Source: an optimization exercise on an open RTL-to-GDS flow (aim: small area). Production flows keep margins and buffers that such runs may drop.
Where RTL was checked, it was by simulation tests only, not by an equivalence proof against the original.
The RTL of run 3 was laid out without a check of its function.

File: design/flow/run.sh
#!/bin/bash
# synth_recipe.tcl (not shown) runs the flow's synth.tcl, then flattens the netlist and writes it again
# the make line also repeats each setting of config.mk as NAME=value (left out here)
make -C /OpenROAD-flow-scripts/flow DESIGN_CONFIG=/design/flow/config.mk WORK_HOME=/design/flow/orfs CLKGATE_MAP_FILE= SYNTH_SCRIPT=/design/flow/synth_recipe.tcl finish
File: design/flow/config.mk
export PLATFORM = sky130hd
export DESIGN_NAME = VM
export DESIGN_NICKNAME = VM
export VERILOG_FILES = /design/flow/design.v
export SDC_FILE = /design/flow/constraint.sdc
export NUM_CORES = 4
export LEC_CHECK = 0
export CAP_MARGIN = 20
export CORE_MARGIN = 2
export CORE_UTILIZATION = 40
export SLEW_MARGIN = 20
File: design/flow/constraint.sdc
create_clock -name core_clock -period 12.0 [get_ports {i_clk}]
set_input_delay 2.4000 -clock core_clock [delete_from_list [all_inputs] [get_ports {i_clk}]]
set_output_delay 2.4000 -clock core_clock [all_outputs]
set_load 0.01 [all_outputs]
File: design/flow/design.v
module VM ( i_product,
            i_money,
            i_buy,
            i_clk,
            i_rst_n,
            o_product,
            o_change,
            o_busy,
            o_no_change,
            o_strobe,
            o_need_more_money,
            o_future_change,
            o_empty);
input          i_clk, i_rst_n;
input   [3:0]  i_product;
input   [15:0] i_money;
input          i_buy;
output     [3:0]  o_product;
output reg [20:0] o_change;
output     [20:0] o_future_change;
output            o_busy;
output            o_no_change;
output            o_strobe;
output            o_need_more_money;
output            o_empty;
localparam PRICE = 100;
localparam S_START  = 3'b000;
localparam S_NOCH   = 3'b001;
localparam S_EMPTY  = 3'b010;
localparam S_CHOOSE = 3'b100;
localparam S_WAIT   = 3'b101;
localparam S_CALC   = 3'b110;
localparam S_PAY    = 3'b111;
reg [2:0] state, next_state;
reg [3:0] sold [1:10];
reg [4:0] cnt [0:14];
reg [20:0] money;
reg [20:0] future_change;
reg [3:0]  code_product;
reg [3:0]  chg;                
function [15:0] denom;
  input integer k;
  case (k)
    0:  denom = 16'd50000;
    1:  denom = 16'd20000;
    2:  denom = 16'd10000;
    3:  denom = 16'd5000;
    4:  denom = 16'd2000;
    5:  denom = 16'd1000;
    6:  denom = 16'd500;
    7:  denom = 16'd200;
    8:  denom = 16'd100;
    9:  denom = 16'd50;
    10: denom = 16'd25;
    11: denom = 16'd10;
    12: denom = 16'd5;
    13: denom = 16'd2;
    default: denom = 16'd1;
  endcase
endfunction
wire st_choose = (state == S_CHOOSE);
wire st_wait   = (state == S_WAIT);
wire st_calc   = (state == S_CALC);
wire st_pay    = (state == S_PAY);
wire st_start  = (state == S_START);
reg [10:1] soldout;
reg        empty;
integer i;
always @* begin
  empty = 1'b1;
  for (i = 1; i <= 10; i = i + 1) begin
    soldout[i] = sold[i][3] & sold[i][1];    
    empty = empty & soldout[i];
  end
end
reg [10:1] sel_prod;
reg        prod_ok;
always @* begin
  prod_ok = 1'b0;
  for (i = 1; i <= 10; i = i + 1) begin
    sel_prod[i] = (i_product == i);
    prod_ok = prod_ok | (sel_prod[i] & ~soldout[i]);
  end
end
reg [14:0] avail, grant;
reg [15:0] dsel;
reg [3:0]  gidx;
reg        seen;
always @* begin
  seen = 1'b0;
  dsel = 16'd0;
  gidx = 4'd0;
  for (i = 0; i < 15; i = i + 1) begin
    avail[i] = (money >= denom(i)) && (cnt[i] != 5'd22);
    grant[i] = avail[i] & ~seen;
    seen = seen | avail[i];
    if (grant[i]) begin
      dsel = dsel | denom(i);
      gidx = gidx | (i + 1);
    end
  end
end
wire [15:0] d_eff = st_pay ? dsel : st_calc ? PRICE[15:0] : 16'd0;
wire [20:0] op    = st_wait ? {5'd0, i_money} : ~{5'd0, d_eff};
wire [20:0] next_money = money + op + {20'd0, ~st_wait};
wire enough    = (next_money >= PRICE);
wire paid_off  = (next_money == 21'd0);
wire one_empty = (cnt[14] == 5'd22);
assign o_busy            = state[2];
assign o_need_more_money = st_wait & ~enough;
assign o_strobe          = (st_pay & paid_off) | (state == S_NOCH);
assign o_no_change       = (state == S_NOCH);
assign o_empty           = (state == S_EMPTY);
assign o_product         = code_product;
assign o_future_change   = future_change;
always @* begin
  o_change = 21'd0;
  for (i = 0; i < 15; i = i + 1)
    if (chg == i + 1) o_change = {5'd0, denom(i)};
end
always @* begin
  next_state = state;
  case (state)
    S_START:  if (empty) next_state = S_EMPTY;
              else if (i_buy) next_state = S_CHOOSE;
    S_CHOOSE: if (prod_ok) next_state = S_WAIT;
    S_WAIT:   if (enough) next_state = S_CALC;
    S_CALC:   next_state = S_PAY;
    S_PAY:    if (paid_off) next_state = S_START;
              else if (one_empty) next_state = S_NOCH;
    S_NOCH:   next_state = S_START;
    default:  ;
  endcase
end
always @(posedge i_clk or negedge i_rst_n) begin
  if (!i_rst_n) begin
    state         <= S_START;
    money         <= 21'd0;
    future_change <= 21'd0;
    code_product  <= 4'd0;
    chg           <= 4'd0;
  end else begin
    state <= next_state;
    money <= next_money;
    if (st_calc) future_change <= next_money;
    if (st_choose) code_product <= i_product;
    chg <= st_pay ? gidx : 4'd0;
  end
end
genvar g;
generate
  for (g = 1; g <= 10; g = g + 1) begin : g_prod
    wire [3:0] tp = {4{st_choose & sel_prod[g] & ~soldout[g]}};
    always @(posedge i_clk or negedge i_rst_n)
      if (!i_rst_n) sold[g] <= 4'd0;
      else sold[g] <= sold[g] ^ (tp & {&sold[g][2:0], &sold[g][1:0], sold[g][0], 1'b1});
  end
  for (g = 0; g < 15; g = g + 1) begin : g_cnt
    wire inc = st_wait & (i_money == denom(g));
    wire dec = st_pay & grant[g];
    wire [4:0] c = cnt[g];
    wire [4:0] t = {5{inc}} & {&c[3:0], &c[2:0], &c[1:0], c[0], 1'b1}
                 | {5{dec}} & {~|c[3:0], ~|c[2:0], ~|c[1:0], ~c[0], 1'b1};
    always @(posedge i_clk or negedge i_rst_n)
      if (!i_rst_n) cnt[g] <= 5'd0;
      else cnt[g] <= cnt[g] ^ t;
  end
endgenerate
endmodule
==> results of run 1 <==
## synthesized netlist by cell type (all sizes together) (4+ instances only)
| master | n | area share, % |
|---|---|---|
| nor3 | 40 | 2.1 |
| clkbuf | 30 | 1.2 |
| a41o | 9 | 0.92 |
| o31ai | 8 | 0.62 |
| and3 | 13 | 0.85 |
| xor2 | 51 | 4.6 |
| nand4b | 13 | 1.2 |
| buf | 9 | 0.71 |
| inv | 16 | 0.62 |
| o21ai | 36 | 1.8 |
| nand2 | 79 | 3.0 |
| a21o | 7 | 0.54 |
| nand3b | 10 | 0.77 |
| or3 | 10 | 0.64 |
| o211ai | 5 | 0.44 |
| dfrtp | 168 | 43 |
| a211o | 4 | 0.36 |
| o22a | 4 | 0.36 |
| xnor2 | 62 | 5.6 |
| mux2 | 18 | 2.1 |
| nor3b | 6 | 0.46 |
| nand3 | 43 | 2.2 |
| o41ai | 4 | 0.36 |
| ha | 29 | 3.7 |
| nor4 | 30 | 2.3 |
| nor2 | 98 | 3.8 |
| nor4b | 4 | 0.36 |
| a211oi | 5 | 0.44 |
| a21oi | 51 | 2.6 |
| and2 | 12 | 0.77 |
| nor2b | 21 | 1.3 |
| nand4 | 21 | 1.3 |
| a31oi | 17 | 1.1 |
| or4 | 10 | 0.85 |
| a41oi | 6 | 0.54 |
| nand2b | 13 | 0.91 |
| mux2i | 8 | 0.82 |
| o21bai | 4 | 0.31 |
| o21a | 10 | 0.77 |
## worst max-delay path, cell delays in order, from the launching register on
cell	delay, ns
dfrtp_1	0.38
or4_4	0.58
nor4_4	0.26
and2b_1	0.27
a21oi_1	0.22
nor4_4	0.49
and3_1	0.29
o21ai_0	0.16
o22a_1	0.23
fa_1	0.44
fa_1	0.46
a21o_1	0.21
a221oi_1	0.35
o31a_1	0.30
o21ai_0	0.16
a221oi_1	0.35
xnor2_1	0.19
or4b_4	0.59
o22ai_1	0.23
clkdlybuf4s50_1	0.59
## logic make-up (layout without fill, tap and decap cells)
| family | count (synthesis) | count (layout) | synth area share [%] |
|---|---|---|---|
| adders and majority gates | 31 | 31 | 4.13 |
| DFF | 168 | 168 | 43.1 |
| and+or+nand+nor | 434 | 434 | 23.9 |
| muxes | 26 | 26 | 2.90 |
| xor gates and xnor gates | 113 | 113 | 10.1 |
| AOI/OAI and AO/OA | 193 | 193 | 13.3 |
| buffers and inverters | 55 | 121 | 2.49 |
| other | 1 | 5 | 0.0384 |
## per-layer routing
layer,up-vias,track usage (%)
li1,3841,-
met1,3786,29.5
met2,236,28.5
met3,24,3.87
met4,0,4.38
met5,-,0
## stage by stage
step | hold slack (ns) | setup WS, ns | utilization (%) | cell area (um2)
after CTS | 0.462 | 2.40 | 47.0 | 11300
after detailed placement | 0.452 | 2.51 | 44.4 | 10700
final | 0.461 | 2.40 | 47.1 | 11300
after global routing | 0.485 | 2.04 | 47.1 | 11300
after floorplan | 0.428 | 4.04 | - | 9770
after global placement | 0.443 | 2.53 | 44.4 | 10700
## sequential cells by signal (all words and copies together) (netlist names)
name,flops
chg,4
cnt,75
code_product,4
future_change,21
money,21
sold,40
state,3
## path summary, 6_finish.rpt
path | endpoint | cells past startpoint | startpoint | slack (ns)
setup / recovery | o_strobe | 19 | money[19] | 2.40
setup reg to reg | state[2] | 20 | money[19] | 5.26
hold / removal | cnt[13][4] | 1 | cnt[13][4] | 0.46
hold reg to reg | cnt[13][4] | 1 | cnt[13][4] | 0.46
max in group asynchronous | future_change[5] | 2 | i_rst_n | 8.52
min in group asynchronous | cnt[5][2] | 1 | i_rst_n | 2.04
## cell type report
cell class                      count  area (um2)
Fill cell                        2310       12800
Multi-Input combinational cell    802        5330
Sequential cell                   168        4200
Timing Repair Buffer               73         723
Clock buffer                       17         425
Tap cell                          324         405
Clock inverter                     15         199
Inverter                           16        60.1
==> metrics.md, run 1 <==
| Metric | Value |
|---|---|
| Status | complete, no violations |
| Drt pass-1 iters | 5 |
| Via count of the first global-routing pass | ~7500 |
| Number of max-cap violations | 0 |
| Synth async-reset ratio | between 90% and 100% |
| Most frequent cells in the layout | dfrtp_1 (168), nor2_1 (98), nand2_1 (79), clkdlybuf4s50_1 (67), xnor2_1 (62) |
| Boundary pin count | between 70 and 80 |
| Fin crit share | between 80% and 90% |
| Cts hold-fix bufs | 0 |
| Worst-path maximum fanout | 7 |
| Initial antenna violation count | 0 |
| Cells after DPL | around 1400 |
| Worst-path clk slew | 0.07 ns |
| Slew Viols, Final | 0 |
| Root buffer cell | clkbuf_16 |
| CTS tree | yes |
| Unique masters post-synth | 77 |
| Die width | about 160 um |
| DR WL met3 | roughly 1300 um |
| Wire per inst | approximately 17 um |
| Synth warn | 3 |
| Minimum clock period | 9.60 ns |
| H-tree depth | 4 |
| Endpoints failing setup | 0 |
| GP Congestion | 0.895 |
| Synthesized cell area | slightly below 10000 um2 |
| Largest net degree at the start of global routing | 96 |
| Critical Path RT | ~9.6 ns |
| P&R area growth vs syn | 16.2% |
| First-pass GRT wire length | between 40000 and 50000 um |
| Seq/Total Area, Yosys | a little over two fifths |
| DR iter-0 viols | slightly below 700 |
| DR WL met2 | approximately 10000 um |
| Post-route DRC | 0 |
| Setup TNS | 0 ns |
| Grt total ovfl | 0 |
| Antenna Nets Post-Route | 0 |
| Max_slew headroom | slightly below 40% |
| Fin cells | between 1000 and 1500 |
| Routed met1 length | roughly 12000 um |
| Number of nets in the layout | 1132 |
| Commonest non-fill, non-tap cell in the layout | dfrtp_1 |
| Input/output buffers | 68 |
| GR Util All Layers | 19.4% |
| Skew final | roughly 0.014 ns |
| PostCTS Resize Cnt | 0 |
| DR top layer | met4 |
| Synth Flop Type | dfrtp_1 |
| Routed WL | 24100 um |
| Hold Crit Class | flip-flop to flip-flop |
| WS Path Type | flip-flop to output port |
| Clock Tree Buf Depth | 2 |
| Die area | ~26000 um2 |
| CTS Sinks | approximately 170 |
| CTS buffer count | 17 |
| Post-synth EDFFs | 0 |
| Final Hold Vio Count | 0 |
| Fmax | 104 MHz |
| Post-CTS setup buffers | 0 |
| Arrival time of the worst setup path | approximately 7 ns |
| Syn Area/Cell | roughly 9.6 um2 |
| Die H | ~160 um |
| Syn Inst Count | about 1000 |
| Antenna diodes | 0 |
| Drt via density | around 5.6 |
| RSZ-0062 raised after global routing | false |
| Synthesized flop and latch total | 168 |
| Rows | 57 |
| DP Wirelength | 17500 um |
| Routed via count | just under 8000 |
| Latest clock arrival within the worst-skew pair | approximately 0.44 ns |
| Initial Utilization | between 40 and 50% |
| Startpoint class of the critical path | flip-flop |
| Crit path capture type | output port |
| Share of layout cells above drive strength 1 | between 6 and 7% |
| Core area | around 24000 um2 |
| Slew of the pin with the lowest slew margin | 0.910 ns |
==> inputs of run 2 (changes only) <==
--- a/design/flow/design.v
+++ b/design/flow/design.v
@@ -60,2 +60,14 @@
 endfunction
+function ge_c;
+  input [20:0] x;
+  input [20:0] k;
+  integer j;
+  reg r;
+  begin
+    r = 1'b1;
+    for (j = 0; j < 21; j = j + 1)
+      r = k[j] ? (x[j] & r) : (x[j] | r);
+    ge_c = r;
+  end
+endfunction
 wire st_choose = (state == S_CHOOSE);
@@ -64,6 +76,5 @@
 wire st_pay    = (state == S_PAY);
-wire st_start  = (state == S_START);
+integer i;
 reg [10:1] soldout;
 reg        empty;
-integer i;
 always @* begin
@@ -84,3 +95,3 @@
 end
-reg [14:0] avail, grant;
+reg [14:0] avail, grant, nz, hit, upd;
 reg [15:0] dsel;
@@ -93,3 +104,5 @@
   for (i = 0; i < 15; i = i + 1) begin
-    avail[i] = (money >= denom(i)) && (cnt[i] != 5'd22);
+    nz[i]    = (cnt[i] != 5'd22);
+    hit[i]   = (i_money == denom(i));
+    avail[i] = ge_c(money, {5'd0, denom(i)}) & nz[i];
     grant[i] = avail[i] & ~seen;
@@ -100,2 +113,3 @@
     end
+    upd[i] = st_wait ? hit[i] : (st_pay & grant[i]);
   end
@@ -104,6 +118,15 @@
 wire [20:0] op    = st_wait ? {5'd0, i_money} : ~{5'd0, d_eff};
-wire [20:0] next_money = money + op + {20'd0, ~st_wait};
-wire enough    = (next_money >= PRICE);
-wire paid_off  = (next_money == 21'd0);
-wire one_empty = (cnt[14] == 5'd22);
+wire [21:0] cy;
+wire [20:0] next_money;
+assign cy[0] = ~st_wait;
+genvar g;
+generate
+  for (g = 0; g < 21; g = g + 1) begin : g_add
+    assign next_money[g] = money[g] ^ op[g] ^ cy[g];
+    assign cy[g+1] = (money[g] & op[g]) | (cy[g] & (money[g] ^ op[g]));
+  end
+endgenerate
+wire enough    = ge_c(next_money, PRICE);
+wire paid_off  = ~|next_money;
+wire one_empty = ~nz[14];
 assign o_busy            = state[2];
@@ -149,19 +172,14 @@
 end
-genvar g;
 generate
   for (g = 1; g <= 10; g = g + 1) begin : g_prod
-    wire [3:0] tp = {4{st_choose & sel_prod[g] & ~soldout[g]}};
+    wire tp = st_choose & sel_prod[g] & ~soldout[g];
     always @(posedge i_clk or negedge i_rst_n)
       if (!i_rst_n) sold[g] <= 4'd0;
-      else sold[g] <= sold[g] ^ (tp & {&sold[g][2:0], &sold[g][1:0], sold[g][0], 1'b1});
+      else sold[g] <= sold[g] ^ ({4{tp}} & {&sold[g][2:0], &sold[g][1:0], sold[g][0], 1'b1});
   end
   for (g = 0; g < 15; g = g + 1) begin : g_cnt
-    wire inc = st_wait & (i_money == denom(g));
-    wire dec = st_pay & grant[g];
-    wire [4:0] c = cnt[g];
-    wire [4:0] t = {5{inc}} & {&c[3:0], &c[2:0], &c[1:0], c[0], 1'b1}
-                 | {5{dec}} & {~|c[3:0], ~|c[2:0], ~|c[1:0], ~c[0], 1'b1};
+    wire [4:0] px = cnt[g] ^ {5{~st_wait}};
     always @(posedge i_clk or negedge i_rst_n)
       if (!i_rst_n) cnt[g] <= 5'd0;
-      else cnt[g] <= cnt[g] ^ t;
+      else cnt[g] <= cnt[g] ^ ({5{upd[g]}} & {&px[3:0], &px[2:0], &px[1:0], px[0], 1'b1});
   end
==> metrics.md, run 2 <==
| Metric | Value |
|---|---|
| Initial antenna violation count | 0 (unchanged) |
| DP Wirelength | 19700 um (+12%) |
| Worst R2R Path Depth | 38 (+90%) |
| WS Path Type | input port to output port |
| DP Worst Slack | -2.35 ns (-4.86 ns) |
| Post-synth EDFFs | 0 (unchanged) |
| Worst-path clk slew | 0.07 ns (about the same) |
| Number of nets in the layout | 1285 (+14%) |
| Latest clock arrival within the worst-skew pair | 0.44 ns (about the same) |
| Most frequent cells in the layout | buf_4 (195), dfrtp_1 (168), nor2_1 (93), xor2_1 (68), clkdlybuf4s50_1 (62) |
| Routed WL | 25900 um (+7.1%) |
| Area of the multi-input gates | 5130 um2 (-3.7%) |
| Hold Path Stages | 1 (unchanged) |
| First-pass GRT wire length | 42200 um (+5.1%) |
| Input/output buffers | 68 (unchanged) |
| Boundary pin count | 74 (unchanged) |
| Synth cell count leaders | dfrtp_1 (168), nor2_1 (93), xor2_1 (68) |
| Synthesized cell area | 9590 um2 (-1.7%) |
| H-tree depth | 4 (unchanged) |
| Post-route DRC | 0 (unchanged) |
| Die width | 159 um (-0.84%) |
| Antenna diodes | 0 (unchanged) |
| Most flops, register | cnt |
| Unique masters post-synth | 65 (-16%) |
| Share of layout cells above drive strength 1 | 22.3% (+16 points) |
| Status | failed layout checks |
| Minimum clock period | 13.34 ns (+3.74 ns) |
| Fmax | 75.0 MHz (-28%) |
| Synth warn | 3 (unchanged) |
| Max_slew headroom | 34.4% (-5.0 points) |
| Fraction of the mapped netlist area in simple logic gates | 22.8% (-1.1 points) |
| Worst-path maximum fanout | 2 (-5) |
| Initial Utilization | 40.9% (+0.38 points) |
| Syn Area/Cell | 9.61 um2 (+0.55%) |
| Number of max-cap violations | 0 (unchanged) |
| Filler cell count | 2100 (-9.1%) |
| CTS tree | yes |
| GP Congestion | 0.930 (+3.9%) |
| Grt total ovfl | 0 (unchanged) |
| CTS buffer count | 17 (unchanged) |
| Largest net degree at the start of global routing | 94 (-2.1%) |
| P&R area growth vs syn | 32.0% |
| Cells after DPL | 1529 (+11%) |
| Largest register FFs | 75 (unchanged) |
| Synthesized flop and latch total | 168 (unchanged) |
| Endpoints failing setup | 2 (+2) |
| RSZ-0062 raised after global routing | true |
| Regs by FF count | cnt (75), sold (40) |
| Hold Crit Class | flip-flop to flip-flop |
| Routed via count | 8317 (+5.5%) |
| Slew Viols, Final | 0 (unchanged) |
| Critical Path RT | 9.60 ns (about the same) |
| Rows | 56 (-1.8%) |
| Final Hold Vio Count | 0 (unchanged) |
| Arrival time of the worst setup path | 10.94 ns (+3.74 ns) |
| Die area | 25200 um2 (-1.7%) |
| Count leader, synth | dfrtp_1 |
| Hold_sp | sold[9][3] |
| Drt via density | 5.32 (-4.6%) |
| Largest family of logic cells by synthesized area | simple AND/OR/NAND/NOR gates |
| Post-Synth XOR/XNOR Area | 10.0% (-0.097 points) |
| Skew final | 0.0118 ns (-0.00211 ns) |
| Core area | 23500 um2 (-2.6%) |
| FF-to-FF Start | money[7] |
| GR Util All Layers | 21.1% (+1.7 points) |
| Die H | 159 um (-0.84%) |
| Crit path capture type | output port |
| R2R setup slack | 0.58 ns (-4.68 ns) |
| Fin crit share | 111% (+31 points) |
| Yosys top cell by area | dfrtp_1 |
| Wire per inst | 16.5 um (-3.1%) |
| Synth Flop Type | dfrtp_1 |
| Post-Synth Adder-Cell Area | 5.48% (+1.4 points) |
| Root buffer cell | clkbuf_16 |
| Antenna Nets Post-Route | 0 (unchanged) |
| Hold EP | sold[9][3] |
| Final WS setup | -1.34 ns (-3.74 ns) |
| FF+latch area | 4200 um2 (unchanged) |
| Drt pass-1 iters | 5 (unchanged) |
| Slew of the pin with the lowest slew margin | 0.985 ns (+0.0745 ns) |
| CTS Sinks | 168 (unchanged) |
| Synth top area share | 43.8% (+0.75 points) |
| Post-synthesis mux area share | 1.63% (-1.3 points) |
| Synth top area cells | dfrtp_1 (44%), xor2_1 (6.2%), fa_1 (4.2%) |
| Compound-Gate Fraction of Synth Area | 12.0% (-1.2 points) |
| DR iter-0 viols | 659 (-2.4%) |
| Syn Inst Count | 998 (-2.3%) |
| Startpoint class of the critical path | input port |
| Commonest non-fill, non-tap cell in the layout | buf_4 |
| Seq/Total Area, Yosys | 43.8% (+0.75 points) |
| Setup TNS | -2.67 ns (-2.67 ns) |
| Via count of the first global-routing pass | 7944 (+5.8%) |
| Synth async-reset ratio | 100% (unchanged) |
| Terminus of the critical flop-to-flop path | state[1] |
| Clock Tree Buf Depth | 2 (unchanged) |
| Fail Reasons | negative setup slack |
| Fin cells | 1564 (+11%) |
[run 2: cell count changes after synthesis, sizes merged, moves of 17 or more]
cell and change:
nor3 -19, ha -19, nand2 -20, inv +30, xor2 +17, xnor2 -20, fa +18, o21ai +17
[run 2: worst max-delay path, stage by stage]
cell     delay (ns)
buf_8          0.09
o21ai_4        0.06
fa_2           0.40
fa_2           0.36
fa_2           0.35
fa_2           0.37
fa_2           0.37
fa_2           0.37
fa_2           0.37
fa_2           0.37
fa_2           0.37
fa_2           0.38
fa_2           0.37
fa_2           0.37
fa_2           0.37
fa_2           0.37
fa_2           0.37
fa_2           0.38
fa_2           0.37
fa_2           0.37
fa_2           0.37
fa_2           0.55
nand4_1        0.11
nor4_2         0.22
nor4b_4        0.27
buf_2          0.18
[run 2: worst max path at each step]
stage | startpoint | to | slack (ns) | cells past startpoint
floorplan | i_money[0] | o_strobe | -1.01 | 25
global placement | i_money[0] | o_strobe | -2.33 | 28
detailed placement | i_money[0] | o_strobe | -2.35 | 28
CTS | i_money[0] | o_strobe | -1.64 | 28
global route | i_money[0] | o_need_more_money | -1.60 | 26
finish | i_money[0] | o_need_more_money | -1.34 | 26
[run 2: layout make-up]
cell class | count | area share [%]
clock inverters | 15 | 1.51
clock buffers | 17 | 3.36
well taps | 319 | 3.15
multi-input cells | 736 | 40.5
repair buffers | 263 | 16.9
flip-flops and latches | 168 | 33.2
inverters | 46 | 1.36
[run 2: metal layers]
layer	vias to the layer above	share of wire (%)	track usage [%]
li1	4037	-	-
met1	4006	46	29.8
met2	238	47	33.2
met3	36	5.1	3.29
met4	0	1.9	7.05
met5	-	0	0
[run 2: cell families after synthesis]
logic type	count (synthesis)
and+or+nand+nor	400
muxes	15
adders and majority gates	30
xor gates and xnor gates	110
other	1
DFF	168
buffers and inverters	98
AOI/OAI and AO/OA	176
[run 2: metrics by stage]
step	instance area [um2]	hold slack [ns]	utilization, %
6_report	12700	0.465	53.9
3_3_place_gp	12000	0.445	51.1
2_1_floorplan	9700	0.428	-
5_1_grt	12700	0.490	53.9
3_5_place_dp	12000	0.448	51.1
4_1_cts	12600	0.469	53.8
[run 2: repair_timing]
item	4_1_cts	5_1_grt
buffers inserted	3	1
hold buffers	0	0
endpoints found under the hold margin	0	0
resized for setup	15	6
pin swaps	2	1
endpoints found under the setup margin	3	5
==> inputs of run 3 (changes only) <==
--- a/design/flow/design.v
+++ b/design/flow/design.v
@@ -101,3 +101,3 @@
   seen = 1'b0;
-  dsel = 16'd0;
+  dsel = st_calc ? PRICE[15:0] : 16'd0;
   gidx = 4'd0;
@@ -106,3 +106,3 @@
     hit[i]   = (i_money == denom(i));
-    avail[i] = ge_c(money, {5'd0, denom(i)}) & nz[i];
+    avail[i] = st_pay & ge_c(money, {5'd0, denom(i)}) & nz[i];
     grant[i] = avail[i] & ~seen;
@@ -113,7 +113,6 @@
     end
-    upd[i] = st_wait ? hit[i] : (st_pay & grant[i]);
+    upd[i] = (st_wait & hit[i]) | grant[i];
   end
 end
-wire [15:0] d_eff = st_pay ? dsel : st_calc ? PRICE[15:0] : 16'd0;
-wire [20:0] op    = st_wait ? {5'd0, i_money} : ~{5'd0, d_eff};
+wire [20:0] op    = st_wait ? {5'd0, i_money} : ~{5'd0, dsel};
 wire [21:0] cy;
@@ -169,3 +168,3 @@
     if (st_choose) code_product <= i_product;
-    chg <= st_pay ? gidx : 4'd0;
+    chg <= gidx;
   end
==> design/flow/flow/run.sh (new file) <==
#!/bin/bash
# Own layout flow: the standard layout (standard.sh), with
#  - an area-oriented ABC script for the combinational logic (registers are mapped as in the
#    standard synthesis, before ABC runs, so they keep their names and cells),
#  - the smallest buffer on each input and output port,
#  - a clock tree without dummy loads.
# Each tool's full output is in orfs/logs/; make's output is in flow.log here.
set -euo pipefail
W=$PWD
F=$W/flow
cat > "$W/own_synth.tcl" <<EOT
proc abc {args} {
  set i [lsearch -exact \$args -script]
  if {\$i >= 0} { lset args [expr {\$i + 1}] $F/abc_area.script }
  yosys abc {*}\$args
}
source $W/synth_recipe.tcl
EOT
CTS="-sink_clustering_enable -repair_clock_nets -dont_use_dummy_load"
[[ -f $F/cts_args ]] && CTS=$(cat "$F/cts_args")
bash "$W/standard.sh" "SYNTH_SCRIPT=$W/own_synth.tcl" \
  "BUFFER_PORTS_ARGS=-buffer_cell sky130_fd_sc_hd__buf_1" \
  "CTS_ARGS=$CTS" finish > "$W/flow.log" 2>&1
==> design/flow/flow/abc_area.script (new file) <==
strash
&get -n
&st
&synch2
&if -K 6 -a
&mfs
&st
&synch2
&if -K 6 -a
&mfs
&st
&dch -f
&nf -R 1000
&put
topo
dnsize -c
==> design/flow/standard.sh (new file) <==
#!/bin/bash
# synth_recipe.tcl (not shown) runs the flow's synth.tcl, then flattens the netlist and writes it again
# the make line also repeats each setting of config.mk as NAME=value (left out here)
make -C /OpenROAD-flow-scripts/flow DESIGN_CONFIG=/design/flow/config.mk WORK_HOME=/design/flow/orfs CLKGATE_MAP_FILE= SYNTH_SCRIPT=/design/flow/synth_recipe.tcl "${@:-finish}"
removed: design/flow/run.sh
==> metrics.md, run 3 <==
| Metric | Value |
|---|---|
| Status | failed layout checks |
| Fail Reasons | negative setup slack |
| DR iter-0 viols | 498 (-24%) |
| Filler cell count | 1947 (-7.3%) |
| Final instance area | 11700 um2 (-7.4%) |
| Count leader, synth | dfrtp_1 |
| Final Hold Vio Count | 0 (unchanged) |
| Number of nets in the layout | 1265 (-1.6%) |
| H-tree depth | 4 (unchanged) |
| CTS Sinks | 168 (unchanged) |
| Critical Path RT | 9.60 ns (about the same) |
| Slew Viols, Final | 0 (unchanged) |
| Die H | 154 um (-3.3%) |
| Setup TNS | -3.37 ns (-0.695 ns) |
| Synthesized flop and latch total | 168 (unchanged) |
| Routed WL | 23400 um (-9.7%) |
| Input/output buffers | 68 (unchanged) |
| Latest clock arrival within the worst-skew pair | 0.44 ns (about the same) |
| GP Congestion | 0.949 (+2.1%) |
| Routed met1 length | 11300 um (-5.7%) |
| First-pass GRT wire length | 38400 um (-9.0%) |
| Hold Slack | 0.468 ns (+0.00310 ns) |
| Synth Flop Type | dfrtp_1 |
| Minimum clock period | 13.83 ns (+0.493 ns) |
| Antenna Nets Post-Route | 0 (unchanged) |
| Max incr delay on CP | 0.58 ns (+0.03 ns) |
| Final WS setup | -1.83 ns (-0.493 ns) |
| Synth async-reset ratio | 100% (unchanged) |
| Initial Utilization | 40.9% (about the same) |
| P&R area growth vs syn | 30.9% |
| Root buffer cell | clkbuf_16 |
| Share of layout cells above drive strength 1 | 22.1% (-0.18 points) |
| Synth top area share | 47.0% (+3.1 points) |
| Post-route DRC | 0 (unchanged) |
| Cts hold-fix bufs | 0 (unchanged) |
| Regs by FF count | cnt (75), sold (40) |
| Rows | 54 (-3.6%) |
| Worst-path clk slew | 0.06 ns (about the same) |
| Synth cell count leaders | dfrtp_1 (168), nor2_1 (95), nand2_1 (90) |
| WS Path Type | input port to output port |
| CP max stage cell | fa_2 |
| Clock Tree Buf Depth | 2 (unchanged) |
| Largest register FFs | 75 (unchanged) |
| Syn Inst Count | 920 (-7.8%) |
| Skew final | 0.0223 ns (+0.0105 ns) |
| Core area | 21900 um2 (-6.7%) |
| Die area | 23600 um2 (-6.5%) |
| Routed via count | 7706 (-7.3%) |
| Slew of the pin with the lowest slew margin | 0.790 ns (-0.195 ns) |
| Arrival time of the worst setup path | 11.43 ns (+0.49 ns) |
| Dpl cell area | 11100 um2 (-7.7%) |
| Fmax | 72.3 MHz (-3.6%) |
| Initial antenna violation count | 5 (+5) |
| Most frequent cells in the layout | buf_4 (204), dfrtp_1 (168), nor2_1 (92), nand2_1 (88), buf_1 (64) |
| Worst-path maximum fanout | 4 (+2) |
| Synth warn | 3 (unchanged) |
| Syn Area/Cell | 9.73 um2 (+1.3%) |
| Crit path capture type | output port |
| Hold Crit Class | flip-flop to flip-flop |
| DR WL met2 | 10500 um (-13%) |
| Via count of the first global-routing pass | 7519 (-5.3%) |
| Commonest non-fill, non-tap cell in the layout | buf_4 |
| Most flops, register | cnt |
| Boundary pin count | 74 (unchanged) |
| CP dominant cell by count | fa_2 |
| Yosys top cell by area | dfrtp_1 |
| Drt pass-1 iters | 5 (unchanged) |
| Synth top area cells | dfrtp_1 (47%), xor2_1 (6.2%), xnor2_1 (5.9%) |
| Max_slew headroom | 47.3% (+13 points) |
| RSZ-0062 raised after global routing | true |
| GR Util All Layers | 20.4% (-0.70 points) |
| Largest net degree at the start of global routing | 67 (-29%) |
| Die width | 154 um (-3.3%) |
| CTS buffer count | 17 (unchanged) |
| Startpoint class of the critical path | input port |
| Number of max-cap violations | 0 (unchanged) |
| DP Wirelength | 17500 um (-11%) |
| Wire per inst | 15.6 um (-5.4%) |
| Seq/Total Area, Yosys | 47.0% (+3.1 points) |
| Unique masters post-synth | 47 (-28%) |
| Drt via density | 5.16 (-2.9%) |
| DR WL met3 | 1020 um (-22%) |
| Post-synth EDFFs | 0 (unchanged) |
| CTS tree | yes |
| Fin crit share | 115% (+4.1 points) |
| Grt total ovfl | 0 (unchanged) |
| Endpoints failing setup | 2 (unchanged) |
| Synthesized cell area | 8950 um2 (-6.7%) |
| DR top layer | met5 |
==> run 3: cell count changes after synthesis, moves of 16 or more <==
cell,delta
clkinv_1,+53
inv_1,-46
clkbuf_1,-43
nand2_1,+31
xnor2_1,+18
nor3_1,+16
==> run 3: cells by family after synthesis <==
| kind of cell | share of synthesized area (%) |
|---|---|
| AOI/OAI and AO/OA | 11.9 |
| xor gates and xnor gates | 12.0 |
| adders and majority gates | 5.87 |
| buffers and inverters | 2.64 |
| DFF | 47.0 |
| muxes | 0.238 |
| other | 0.0419 |
| and+or+nand+nor | 20.3 |
==> run 3: metrics by stage <==
| step | setup slack [ns] | instances | utilization [%] |
|---|---|---|---|
| finish | -1.83 | 1493 | 53.5 |
| global placement | -1.99 | 1458 | 50.6 |
| floorplan | -1.39 | 924 | - |
| global route | -2.14 | 1493 | 53.5 |
| CTS | -1.81 | 1485 | 53.1 |
| detailed placement | -2.00 | 1458 | 50.6 |
==> run 3: worst max-delay path, delay by kind of cell <==
family | cells | cell delay, ns
adder cells (fa/ha/maj) | 20 | 7.65
buffers and inverters | 2 | 0.35
AND/OR/NAND/NOR | 2 | 0.60
AO/OA/AOI/OAI | 2 | 0.40
==> run 3: per-layer routing <==
| layer | GRT usage (%) | vias to the layer above |
|---|---|---|
| li1 | - | 3819 |
| met5 | 0 | - |
| met1 | 28.8 | 3668 |
| met4 | 7.34 | 4 |
| met2 | 31.6 | 177 |
| met3 | 3.66 | 38 |
==> run 3: cell type report <==
| class | instances | area (um2) | share of cell area [%] |
|---|---|---|---|
| tap | 280 | 350 | 2.99 |
| sequential | 168 | 4200 | 35.9 |
| antenna | 3 | 7.51 | 0.0640 |
| multi-input combinational | 698 | 4710 | 40.2 |
| clock buffer | 17 | 425 | 3.63 |
| timing repair buffer | 274 | 1830 | 15.6 |
| inverter | 53 | 200 | 1.71 |
==> run 3: path summary, 6_finish.rpt <==
| path | startpoint | endpoint | slack [ns] | depth (start not counted) |
|---|---|---|---|---|
| min in group asynchronous | i_rst_n | cnt[10][0] | 2.03 | 1 |
| worst max register to register | money[18] | state[1] | 0.46 | 43 |
| worst max-delay path | i_money[0] | o_need_more_money | -1.83 | 26 |
| max in group asynchronous | i_rst_n | money[10] | 8.05 | 3 |
| worst min-delay path | sold[8][3] | sold[8][3] | 0.47 | 1 |
| worst min register to register | sold[8][3] | sold[8][3] | 0.47 | 1 |
==> run 3: timing repair <==
item	4_1_cts	5_1_grt
gates resized for setup	12	13
pin swaps	10	10
setup endpoints to repair	2	5
buffers inserted	10	5
==> inputs of run 4 (changes only) <==
--- a/design/flow/design.v
+++ b/design/flow/design.v
@@ -116,13 +116,30 @@
 end
-wire [20:0] op    = st_wait ? {5'd0, i_money} : ~{5'd0, dsel};
-wire [21:0] cy;
+wire        sub = ~st_wait;
+wire [20:0] op  = st_wait ? {5'd0, i_money} : ~{5'd0, dsel};
 wire [20:0] next_money;
-assign cy[0] = ~st_wait;
+wire [11:0] cl;
+wire [5:0]  c0, c1;
+wire [15:11] s0, s1;
+assign cl[0] = sub;
+assign c0[0] = 1'b0;
+assign c1[0] = 1'b1;
 genvar g;
 generate
-  for (g = 0; g < 21; g = g + 1) begin : g_add
-    assign next_money[g] = money[g] ^ op[g] ^ cy[g];
-    assign cy[g+1] = (money[g] & op[g]) | (cy[g] & (money[g] ^ op[g]));
+  for (g = 0; g < 11; g = g + 1) begin : g_lo
+    assign next_money[g] = money[g] ^ op[g] ^ cl[g];
+    assign cl[g+1] = (money[g] & op[g]) | (cl[g] & (money[g] ^ op[g]));
+  end
+  for (g = 11; g < 16; g = g + 1) begin : g_mid
+    assign s0[g] = money[g] ^ op[g] ^ c0[g-11];
+    assign c0[g-10] = (money[g] & op[g]) | (c0[g-11] & (money[g] ^ op[g]));
+    assign s1[g] = money[g] ^ op[g] ^ c1[g-11];
+    assign c1[g-10] = (money[g] & op[g]) | (c1[g-11] & (money[g] ^ op[g]));
   end
 endgenerate
+assign next_money[15:11] = cl[11] ? s1 : s0;
+wire c16 = cl[11] ? c1[5] : c0[5];
+wire [4:0] hi = money[20:16];
+wire [4:0] hx = hi ^ {5{sub}};
+wire [4:0] hpm = hi ^ {&hx[3:0], &hx[2:0], &hx[1:0], hx[0], 1'b1};    
+assign next_money[20:16] = (c16 ^ sub) ? hpm : hi;
 wire enough    = ge_c(next_money, PRICE);
==> metrics.md, run 4 <==
| Metric | Value |
|---|---|
| Drt pass-1 iters | 6 (+1) |
| Synth Flop Type | dfrtp_1 |
| Final instance area | 10800 um2 (-8.0%) |
| Rows | 54 (unchanged) |
| CTS buffer count | 17 (unchanged) |
| Die H | 154 um (about the same) |
| Clock Tree Buf Depth | 2 (unchanged) |
| Hold Crit Class | flip-flop to flip-flop |
| Critical Path RT | 9.60 ns (about the same) |
| Post-route DRC | 0 (unchanged) |
| Routed WL | 21600 um (-7.4%) |
| Final WS setup | -0.787 ns (+1.05 ns) |
| Skew final | 0.0231 ns (+0.000741 ns) |
| Fail Reasons | negative setup slack |
| Largest register FFs | 75 (unchanged) |
| Most flops, register | cnt |
| Startpoint class of the critical path | flip-flop |
| Most frequent cells in the layout | dfrtp_1 (168), nor2_1 (98), buf_4 (85), nand2_1 (82), buf_1 (65) |
| RSZ-0062 raised after global routing | true |
| Minimum clock period | 12.79 ns (-1.05 ns) |
| GR Util All Layers | 18.7% (-1.7 points) |
| Initial antenna violation count | 3 (-2) |
| Setup TNS | -1.57 ns (+1.80 ns) |
| P&R area growth vs syn | 20.3% |
| Grt total ovfl | 0 (unchanged) |
| Synthesized cell area | 8960 um2 (+0.14%) |
| Syn Inst Count | 917 (-0.33%) |
| Max incr delay on CP | 0.54 ns (-0.04 ns) |
| Max_slew headroom | 36.1% (-11 points) |
| Synth top area cells | dfrtp_1 (47%), xor2_1 (6.2%), xnor2_1 (5.9%) |
| First-pass GRT wire length | 35600 um (-7.2%) |
| Number of nets in the layout | 1138 (-10%) |
| Status | failed layout checks |
| Worst path top cell family by delay | adder cells |
| CP bufs+invs | 3 (+1) |
| Synthesized flop and latch total | 168 (unchanged) |
| Routed via count | 7188 (-6.7%) |
| CP max stage cell | or4_4 |
| Initial Utilization | 41.0% (+0.057 points) |
| Core area | 21900 um2 (unchanged) |
| CP dominant cell by count | fa_2 |
| Cells after DPL | 1336 (-8.4%) |
| Input/output buffers | 68 (unchanged) |
| Crit path capture type | output port |
| Fmax | 78.2 MHz (+8.2%) |
| Post-synth EDFFs | 0 (unchanged) |
| Syn Area/Cell | 9.78 um2 (+0.47%) |
| Count leader, synth | dfrtp_1 |
| Slew of the pin with the lowest slew margin | 0.935 ns (+0.145 ns) |
| Synth top area share | 46.9% (-0.066 points) |
| GP Congestion | 0.924 (-2.7%) |
| Regs by FF count | cnt (75), sold (40) |
| Via count of the first global-routing pass | 7031 (-6.5%) |
| Fin crit share | 107% (-8.7 points) |
| Antenna Nets Post-Route | 0 (unchanged) |
| Share of layout cells above drive strength 1 | 12.9% (-9.3 points) |
| CTS tree | yes |
| Wire per inst | 15.8 um (+1.1%) |
| Worst-path maximum fanout | 4 (unchanged) |
| Dpl cell area | 10200 um2 (-8.3%) |
| Endpoints failing setup | 2 (unchanged) |
| H-tree depth | 4 (unchanged) |
| Hold Slack | 0.465 ns (-0.00283 ns) |
| Boundary pin count | 74 (unchanged) |
| Fin cells | 1368 (-8.4%) |
| Synth async-reset ratio | 100% (unchanged) |
| Worst-path clk slew | 0.08 ns (+0.02 ns) |
| Die area | 23600 um2 (+0.14%) |
| Number of max-cap violations | 0 (unchanged) |
| Drt via density | 5.25 (+1.8%) |
| Synth cell count leaders | dfrtp_1 (168), nor2_1 (102), nand2_1 (84) |
| WS Path Type | flip-flop to output port |
| DR iter-0 viols | 378 (-24%) |
| Slew Viols, Final | 0 (unchanged) |
| Arrival time of the worst setup path | 10.39 ns (-1.04 ns) |
| Yosys top cell by area | dfrtp_1 |
| Unique masters post-synth | 51 (+8.5%) |
| Largest net degree at the start of global routing | 74 (+10%) |
| Seq/Total Area, Yosys | 46.9% (-0.066 points) |
| Latest clock arrival within the worst-skew pair | 0.43 ns (about the same) |
| Die width | 154 um (about the same) |
| DP Wirelength | 16200 um (-7.4%) |
| Commonest non-fill, non-tap cell in the layout | dfrtp_1 |
| Root buffer cell | clkbuf_16 |
| Final Hold Vio Count | 0 (unchanged) |
| CTS Sinks | 168 (unchanged) |
| Synth warn | 3 (unchanged) |
[run 4: cell count changes after synthesis, sizes merged, moves of 7 or more]
| cell | change |
|---|---|
| nand3 | -11 |
| a31oi | -10 |
| mux2 | +7 |
| nor2 | +7 |
| nor2b | +7 |
| nor4 | -7 |
[run 4: cell families (layout without fill, tap and decap cells)]
| group | after synthesis | count (layout) | share of synthesized area [%] |
|---|---|---|---|
| AOI/OAI and AO/OA | 158 | 158 | 11.2 |
| xor gates and xnor gates | 123 | 123 | 12.0 |
| adders and majority gates | 27 | 27 | 5.02 |
| buffers and inverters | 52 | 217 | 2.39 |
| DFF | 168 | 168 | 46.9 |
| muxes | 12 | 12 | 1.45 |
| other | 1 | 7 | 0.0418 |
| and+or+nand+nor | 376 | 376 | 21.0 |
[run 4: layout make-up]
| type | instances | area (um2) |
|---|---|---|
| Antenna cell | 2 | 5.00 |
| Inverter | 47 | 179 |
| Multi-Input combinational cell | 701 | 4720 |
| Fill cell | 2110 | 11100 |
| Timing Repair Buffer | 153 | 900 |
| Clock buffer | 17 | 425 |
| Tap cell | 280 | 350 |
| Sequential cell | 168 | 4200 |
[run 4: worst register-to-register path, delay by kind of cell, from the launching register on]
kind | cells | cell delay, ns
compound gates | 6 | 0.71
fa+ha+maj | 15 | 5.74
buf+inv | 4 | 0.56
flops | 1 | 0.38
simple gates | 14 | 3.49
[run 4: layer usage]
metal  vias up  routed length, um  GRT usage [%]
met4         2                365           5.46
li1       3561                  -              -
met2       137              10400           30.6
met3        30                932           3.80
met1      3458               9950           25.1
met5         -                 16              0
[run 4: through the flow]
stage                     setup WS (ns)  utilization, %
after global routing              -1.09            49.2
after CTS                        -0.710            48.7
after global placement           -0.580            46.4
final                            -0.787            49.3
after detailed placement         -0.600            46.4
after floorplan                 -0.0643               -
[run 4: repair_timing]
item	in CTS	in global routing
endpoints found under the setup margin	2	2
resized for setup	5	16
pin swaps	3	7
hold buffers	0	0
endpoints found under the hold margin	0	0
buffers inserted	7	6
[run 4: final timing paths]
kind / slack [ns] / endpoint / startpoint / depth (start not counted)
min in group asynchronous: 1.95 / sold[7][3] / i_rst_n / 1
worst min-delay path: 0.46 / sold[3][3] / sold[3][3] / 1
worst max register to register: 1.00 / state[1] / money[16] / 39
max in group asynchronous: 8.71 / chg[0] / i_rst_n / 2
worst max-delay path: -0.79 / o_need_more_money / money[16] / 35
worst min register to register: 0.46 / sold[3][3] / sold[3][3] / 1
==> inputs of run 5 (changes only) <==
--- a/design/flow/design.v
+++ b/design/flow/design.v
@@ -116,2 +116,10 @@
 end
+reg [4:0] csel;
+always @* begin
+  csel = 5'd0;
+  for (i = 0; i < 15; i = i + 1)
+    csel = csel | ({5{upd[i]}} & cnt[i]);
+end
+wire [4:0] cx = csel ^ {5{~st_wait}};
+wire [4:0] cnew = csel ^ {&cx[3:0], &cx[2:0], &cx[1:0], cx[0], 1'b1};
 wire        sub = ~st_wait;
@@ -138,4 +146,4 @@
 endgenerate
-assign next_money[15:11] = cl[11] ? s1 : s0;
-wire c16 = cl[11] ? c1[5] : c0[5];
+assign next_money[15:11] = ({5{cl[11]}} & s1) | ({5{~cl[11]}} & s0);
+wire c16 = (cl[11] & c1[5]) | (~cl[11] & c0[5]);
 wire [4:0] hi = money[20:16];
@@ -196,6 +204,5 @@
   for (g = 0; g < 15; g = g + 1) begin : g_cnt
-    wire [4:0] px = cnt[g] ^ {5{~st_wait}};
     always @(posedge i_clk or negedge i_rst_n)
       if (!i_rst_n) cnt[g] <= 5'd0;
-      else cnt[g] <= cnt[g] ^ ({5{upd[g]}} & {&px[3:0], &px[2:0], &px[1:0], px[0], 1'b1});
+      else if (upd[g]) cnt[g] <= cnew;
   end
==> metrics.md, run 5 <==
| Metric | Value |
|---|---|
| Crit path capture type | output port |
| WS Path Type | flip-flop to output port |
| Grt total ovfl | 0 (unchanged) |
| Cells after DPL | 1232 (-7.8%) |
| Number of nets in the layout | 1035 (-9.1%) |
| Hold Slack | 0.461 ns (-0.00435 ns) |
| Fin cells | 1261 (-7.8%) |
| Max_slew headroom | 31.5% (-4.5 points) |
| Terminus of the critical flop-to-flop path | state[1] |
| Hold EP | sold[9][3] |
| Critical Path RT | 9.60 ns (about the same) |
| Boundary pin count | 74 (unchanged) |
| Synthesized cell area | 8840 um2 (-1.4%) |
| Number of max-cap violations | 0 (unchanged) |
| Worst-path maximum fanout | 6 (+2) |
| Startpoint class of the critical path | flip-flop |
| Minimum clock period | 11.65 ns (-1.14 ns) |
| Slew of the pin with the lowest slew margin | 1.02 ns (+0.0829 ns) |
| Max incr delay on CP | 0.61 ns (+0.07 ns) |
| CP bufs+invs | 5 (+2) |
| Clock Tree Buf Depth | 2 (unchanged) |
| Worst R2R Path Depth | 38 (-2.6%) |
| Worst-path clk slew | 0.06 ns (-0.02 ns) |
| Setup TNS | 0 ns (+1.57 ns) |
| DR iter-0 viols | 643 (+70%) |
| Core area | 21800 um2 (-0.62%) |
| Final WS setup | 0.349 ns (+1.14 ns) |
| Largest net degree at the start of global routing | 62 (-16%) |
| H-tree depth | 4 (unchanged) |
| Most flops, register | cnt |
| CTS buffer count | 17 (unchanged) |
| RSZ-0062 raised after global routing | true |
| Unique masters post-synth | 52 (+2.0%) |
| Antenna Nets Post-Route | 0 (unchanged) |
| Cts hold-fix bufs | 0 (unchanged) |
| Hold Crit Class | flip-flop to flip-flop |
| Hold Path Stages | 1 (unchanged) |
| Rows | 54 (unchanged) |
| DP Wirelength | 16800 um (+3.4%) |
| CTS Sinks | 168 (unchanged) |
| CP dominant cell by count | fa_2 |
| Routed via count | 7061 (-1.8%) |
| Synth warn | 3 (unchanged) |
| First-pass GRT wire length | 37300 um (+4.7%) |
| CTS tree | yes |
| Fmax | 85.8 MHz (+9.7%) |
| Dpl cell area | 9660 um2 (-5.0%) |
| Latest clock arrival within the worst-skew pair | 0.43 ns (about the same) |
| Commonest non-fill, non-tap cell in the layout | dfrtp_1 |
| GR Util All Layers | 19.9% (+1.3 points) |
| Arrival time of the worst setup path | 9.25 ns (-1.14 ns) |
| Synthesized flop and latch total | 168 (unchanged) |
| Drt pass-1 iters | 5 (-1) |
| Via count of the first global-routing pass | 6942 (-1.3%) |
| Synth Flop Type | dfrtp_1 |
| P&R area growth vs syn | 17.1% |
| CP max stage cell | or4_4 |
| Die area | 23300 um2 (-1.4%) |
| Skew final | 0.0258 ns (+0.00275 ns) |
| Routed WL | 22700 um (+5.1%) |
| Hold_sp | sold[9][3] |
| Drt via density | 5.60 (+6.6%) |
| DP Worst Slack | 0.0237 ns (+0.623 ns) |
| Syn Inst Count | 856 (-6.7%) |
| FF-to-FF Start | money[17] |
| Filler cell count | 2036 (-3.5%) |
| Synth cell count leaders | dfrtp_1 (168), nand2_1 (113), nor2_1 (75) |
| Fin crit share | 97.1% (-9.5 points) |
| Synth async-reset ratio | 100% (unchanged) |
| Yosys top cell by area | dfrtp_1 |
| Status | complete, no violations |
| Most frequent cells in the layout | dfrtp_1 (167), nand2_1 (112), nor2_1 (75), buf_1 (66), mux2_1 (60) |
| R2R setup slack | 2.42 ns (+1.42 ns) |
| Post-route DRC | 0 (unchanged) |
| Input/output buffers | 68 (unchanged) |
| Initial Utilization | 40.6% (-0.33 points) |
| Initial antenna violation count | 3 (unchanged) |
| Synth top area share | 47.6% (+0.67 points) |
| Seq/Total Area, Yosys | 47.6% (+0.67 points) |
| Largest register FFs | 75 (unchanged) |
| Synth top area cells | dfrtp_1 (48%), mux2_1 (7.6%), nand2_1 (4.8%) |
| Final Hold Vio Count | 0 (unchanged) |
| Post-synth EDFFs | 0 (unchanged) |
| Endpoints failing setup | 0 (-2) |
| Count leader, synth | dfrtp_1 |
| Worst path top cell family by delay | simple AND/OR/NAND/NOR gates |
| Core Util, Final | 47.6% (-1.7 points) |
| Final instance area | 10300 um2 (-4.0%) |
| Regs by FF count | cnt (75), sold (40) |
| GP Congestion | 0.955 (+3.3%) |
| Share of layout cells above drive strength 1 | 9.70% (-3.2 points) |
| Die width | 153 um (-0.69%) |
| Root buffer cell | clkbuf_16 |
| Slew Viols, Final | 0 (unchanged) |
| Wire per inst | 18.0 um (+14%) |
| Die H | 153 um (-0.69%) |
| Syn Area/Cell | 10.3 um2 (+5.6%) |
-- run 5: routing by layer --
metal | GRT usage (%) | vias to the layer above | share of wire (%)
met5 | 0 | - | 0.070
met4 | 4.28 | 2 | 0.81
met3 | 4.61 | 20 | 4.7
met2 | 30.7 | 168 | 46
met1 | 28.9 | 3515 | 49
li1 | - | 3356 | -
-- run 5: worst max path at each step --
stage | to | cells past startpoint | startpoint | slack [ns]
4_1_cts | o_need_more_money | 35 | money[10] | 0.009
3_5_place_dp | o_strobe | 35 | money[16] | 0.02
3_3_place_gp | o_strobe | 35 | money[16] | 0.19
6_report | o_need_more_money | 35 | money[17] | 0.35
2_1_floorplan | o_need_more_money | 33 | money[16] | 0.47
5_1_grt | o_need_more_money | 35 | money[17] | -0.08
-- run 5: cell type report --
cell class	instances	area [um2]	area share, %
antenna	2	5.00	0.0484
clock buffer	17	425	4.11
inverter	36	135	1.31
multi-input combinational	651	4670	45.2
sequential	168	4210	40.6
tap	280	350	3.39
timing repair buffer	107	553	5.34
-- run 5: what timing repair did --
item,in CTS,in global routing
gates resized for setup,16,26
pin swaps,2,8
endpoints found under the setup margin,2,2
buffers inserted,1,9
hold endpoints to repair,0,0
-- run 5: cells by family (layout without fill, tap and decap cells) --
kind of cell	count (synthesis)	in the layout	synth area share [%]
multiplexers	65	65	8.21
flip-flops	168	168	47.6
XOR/XNOR	49	49	4.86
AND/OR/NAND/NOR	346	346	19.2
adder cells (fa/ha/maj)	31	31	6.00
buffers and inverters	41	160	1.95
AO/OA/AOI/OAI	155	155	12.2
other	1	7	0.0424
==> inputs of run 6 (changes only) <==
==> design/flow/flow/cts_args (new file) <==
-sink_clustering_enable -repair_clock_nets -dont_use_dummy_load -buf_list sky130_fd_sc_hd__clkbuf_8 -sink_clustering_size 24 -sink_clustering_max_diameter 120
==> metrics.md, run 6 <==
| Metric | Value |
|---|---|
| Synth top area cells | dfrtp_1 (48%), mux2_1 (7.6%), nand2_1 (4.8%) |
| Synthesized cell area | 8840 um2 (unchanged) |
| Number of nets in the layout | 1036 (+0.097%) |
| Latest clock arrival within the worst-skew pair | 0.47 ns (+0.04 ns) |
| Commonest non-fill, non-tap cell in the layout | dfrtp_1 |
| Antenna Nets Post-Route | 0 (unchanged) |
| Regs by FF count | cnt (75), sold (40) |
| Max incr delay on CP | 0.62 ns (about the same) |
| Post-synthesis mux area share | 8.21% (unchanged) |
| Minimum clock period | 11.75 ns (+0.0959 ns) |
| Routed via count | 7068 (+0.099%) |
| Initial Utilization | 40.6% (unchanged) |
| Number of max-cap violations | 0 (unchanged) |
| Routed WL | 22800 um (+0.19%) |
| Skew final | 0.0444 ns (+0.0186 ns) |
| Die area | 23300 um2 (unchanged) |
| Share of layout cells above drive strength 1 | 10.9% (+1.2 points) |
| Rows | 54 (unchanged) |
| Largest net degree at the start of global routing | 62 (unchanged) |
| Most frequent cells in the layout | dfrtp_1 (168), nand2_1 (111), nor2_1 (75), buf_1 (65), mux2_1 (60) |
| DP Wirelength | 16800 um (unchanged) |
| DP Worst Slack | 0.0237 ns (unchanged) |
| Fraction of the mapped netlist area in simple logic gates | 19.2% (unchanged) |
| Critical Path RT | 9.60 ns (about the same) |
| Fin crit share | 97.9% (+0.80 points) |
| Final WS setup | 0.253 ns (-0.0959 ns) |
| First-pass GRT wire length | 36800 um (-1.4%) |
| Die width | 153 um (unchanged) |
| Cells after DPL | 1232 (unchanged) |
| Post-Synth Adder-Cell Area | 6.00% (unchanged) |
| Seq/Total Area, Yosys | 47.6% (unchanged) |
| Count leader, synth | dfrtp_1 |
| Root buffer cell | clkbuf_8 |
| Cts hold-fix bufs | 0 (unchanged) |
| CTS buffer count | 17 (unchanged) |
| Largest family of logic cells by synthesized area | simple AND/OR/NAND/NOR gates |
| CTS tree | yes |
| Endpoints failing setup | 0 (unchanged) |
| H-tree depth | 4 (unchanged) |
| Grt total ovfl | 0 (unchanged) |
| Synth async-reset ratio | 100% (unchanged) |
| Input/output buffers | 68 (unchanged) |
| Synthesized flop and latch total | 168 (unchanged) |
| CP bufs+invs | 5 (unchanged) |
| Synth Flop Type | dfrtp_1 |
| Post-Synth XOR/XNOR Area | 4.86% (unchanged) |
| Post-route DRC | 0 (unchanged) |
| CTS Sinks | 168 (unchanged) |
| GR Util All Layers | 19.7% (-0.24 points) |
| Unique masters post-synth | 52 (unchanged) |
| Drt via density | 5.60 (about the same) |
| Hold Crit Class | flip-flop to flip-flop |
| Final Hold Vio Count | 0 (unchanged) |
| Worst-path maximum fanout | 6 (unchanged) |
| P&R area growth vs syn | 16.0% |
| Drt pass-1 iters | 5 (unchanged) |
| Fmax | 85.1 MHz (-0.82%) |
| Syn Area/Cell | 10.3 um2 (unchanged) |
| Max_slew headroom | 30.6% (-0.95 points) |
| CP max stage cell | or4_4 |
| Boundary pin count | 74 (unchanged) |
| Slew of the pin with the lowest slew margin | 1.03 ns (+0.0141 ns) |
| WS Path Type | flip-flop to output port |
| Setup TNS | 0 ns (unchanged) |
| CP dominant cell by count | fa_2 |
| Hold Slack | 0.465 ns (+0.00441 ns) |
| Synth top area share | 47.6% (unchanged) |
| Startpoint class of the critical path | flip-flop |
| Initial antenna violation count | 3 (unchanged) |
| Status | complete, no violations |
| Worst path top cell family by delay | simple AND/OR/NAND/NOR gates |
| Largest register FFs | 75 (unchanged) |
| Synth cell count leaders | dfrtp_1 (168), nand2_1 (113), nor2_1 (75) |
| Wire per inst | 18.1 um (+0.11%) |
| Post-synth EDFFs | 0 (unchanged) |
| Syn Inst Count | 856 (unchanged) |
| Core Util, Final | 47.1% (-0.43 points) |
| Fin cells | 1262 (+0.079%) |
| GP Congestion | 0.955 (unchanged) |
| Most flops, register | cnt |
| Die H | 153 um (unchanged) |
| Synth warn | 3 (unchanged) |
| Yosys top cell by area | dfrtp_1 |
| Arrival time of the worst setup path | 9.35 ns (+0.10 ns) |
| DR iter-0 viols | 593 (-7.8%) |
| Clock Tree Buf Depth | 2 (unchanged) |
| Via count of the first global-routing pass | 6918 (-0.35%) |
| Slew Viols, Final | 0 (unchanged) |
| Worst-path clk slew | 0.08 ns (+0.02 ns) |
| Core area | 21800 um2 (unchanged) |
| Compound-Gate Fraction of Synth Area | 12.2% (unchanged) |
| Crit path capture type | output port |
run 6: cell counts after synthesis:
Identical to the previous run, type by type.
run 6: cell families (layout without fill, tap and decap cells):
family | after synthesis | in the layout
multiplexers | 65 | 65
adder cells (fa/ha/maj) | 31 | 31
XOR/XNOR | 49 | 49
AND/OR/NAND/NOR | 346 | 346
other | 1 | 7
flip-flops | 168 | 168
buffers and inverters | 41 | 161
AO/OA/AOI/OAI | 155 | 155
run 6: timing repair:
action | CTS | global route
hold endpoints to repair | 0 | 0
setup endpoints to repair | 2 | 2
cloned | 0 | 0
gates resized for setup | 17 | 44
pin swaps | 1 | 25
buffers inserted | 1 | 10
run 6: path summary, 6_finish.rpt:
kind	start	endpoint	slack, ns	depth (start not counted)
min reg2reg	sold[9][3]	sold[9][3]	0.46	1
max reg2reg	money[17]	state[1]	2.22	37
min in group asynchronous	i_rst_n	cnt[1][1]	1.98	1
max in group asynchronous	i_rst_n	state[2]	8.72	2
max	money[17]	o_need_more_money	0.25	35
min	sold[9][3]	sold[9][3]	0.46	1
run 6: per-stage QoR:
| step | instance area [um2] |
|---|---|
| 2_1_floorplan | 8850 |
| 4_1_cts | 9980 |
| 3_3_place_gp | 9660 |
| 5_1_grt | 10200 |
| 3_5_place_dp | 9660 |
| 6_report | 10300 |
run 6: area by class of cell:
class	instances	area (um2)
multi-input cells	651	4760
flip-flops and latches	168	4200
repair buffers	108	562
inverters	36	138
fillers	2060	11500
well taps	280	350
diodes	2	5.00
clock buffers	17	234
run 6: worst reg2reg max path, delay by kind of cell (launching register included):
kind | cells | cell delay, ns
AO/OA/AOI/OAI | 3 | 0.61
buffers and inverters | 4 | 0.22
flip-flops | 1 | 0.42
AND/OR/NAND/NOR | 17 | 3.81
adder cells (fa/ha/maj) | 10 | 3.56
XOR/XNOR | 2 | 0.73
multiplexers | 1 | 0.30
run 6: metal layers:
metal  global-route usage [%]  vias to the layer above  wire length (um)
li1                         -                     3356                 -
met2                     29.8                      181             10400
met5                        0                        -                16
met4                     5.78                        2               311
met1                     28.3                     3499             10900
met3                     4.61                       30              1160

==> re-timing with driven ports <==
The results above use ideal ports. As a check the final layouts listed here were re-extracted and re-timed, cells and wires unchanged. Step 1 (the two cells are an assumption about what drives the block):
set clk [get_ports {i_clk}]
set_driving_cell -lib_cell sky130_fd_sc_hd__clkbuf_16 $clk
set_driving_cell -lib_cell sky130_fd_sc_hd__buf_2 [delete_from_list [all_inputs] $clk]
Step 2, shift: input delay + t, output delay - t, t = (earliest + latest rising clock arrival at the registers) / 2. This alone moves slack from input paths to output paths. a / b / c = no drivers / after step 1 / after step 2; a / b = the first two.
| run | shift t [ns] | setup WS [ns] | worst hold slack (ns) | slew at the worst register clock pin (ns) |
|---|---|---|---|---|
| run 1 | 0.485 | 2.398 / 2.349 / 2.410 | 0.461 / 0.461 / 0.461 | 0.08 / 0.08 |
| run 2 | 0.484 | -1.342 / -1.393 / -1.393 | 0.465 / 0.465 / 0.465 | 0.08 / 0.08 |
| run 3 | 0.475 | -1.834 / -1.855 / -1.855 | 0.468 / 0.468 / 0.468 | 0.08 / 0.08 |
| run 4 | 0.459 | -0.787 / -0.831 / -0.638 | 0.465 / 0.465 / 0.465 | 0.08 / 0.08 |
| run 5 | 0.460 | 0.349 / 0.307 / 0.767 | 0.461 / 0.461 / 0.461 | 0.07 / 0.07 |
| run 6 | 0.487 | 0.253 / 0.215 / 0.702 | 0.465 / 0.465 / 0.465 | 0.10 / 0.10 |
The setup slack of run 2, which loses most, moves by -0.051 ns with the drivers and by -0.051 ns with both steps.
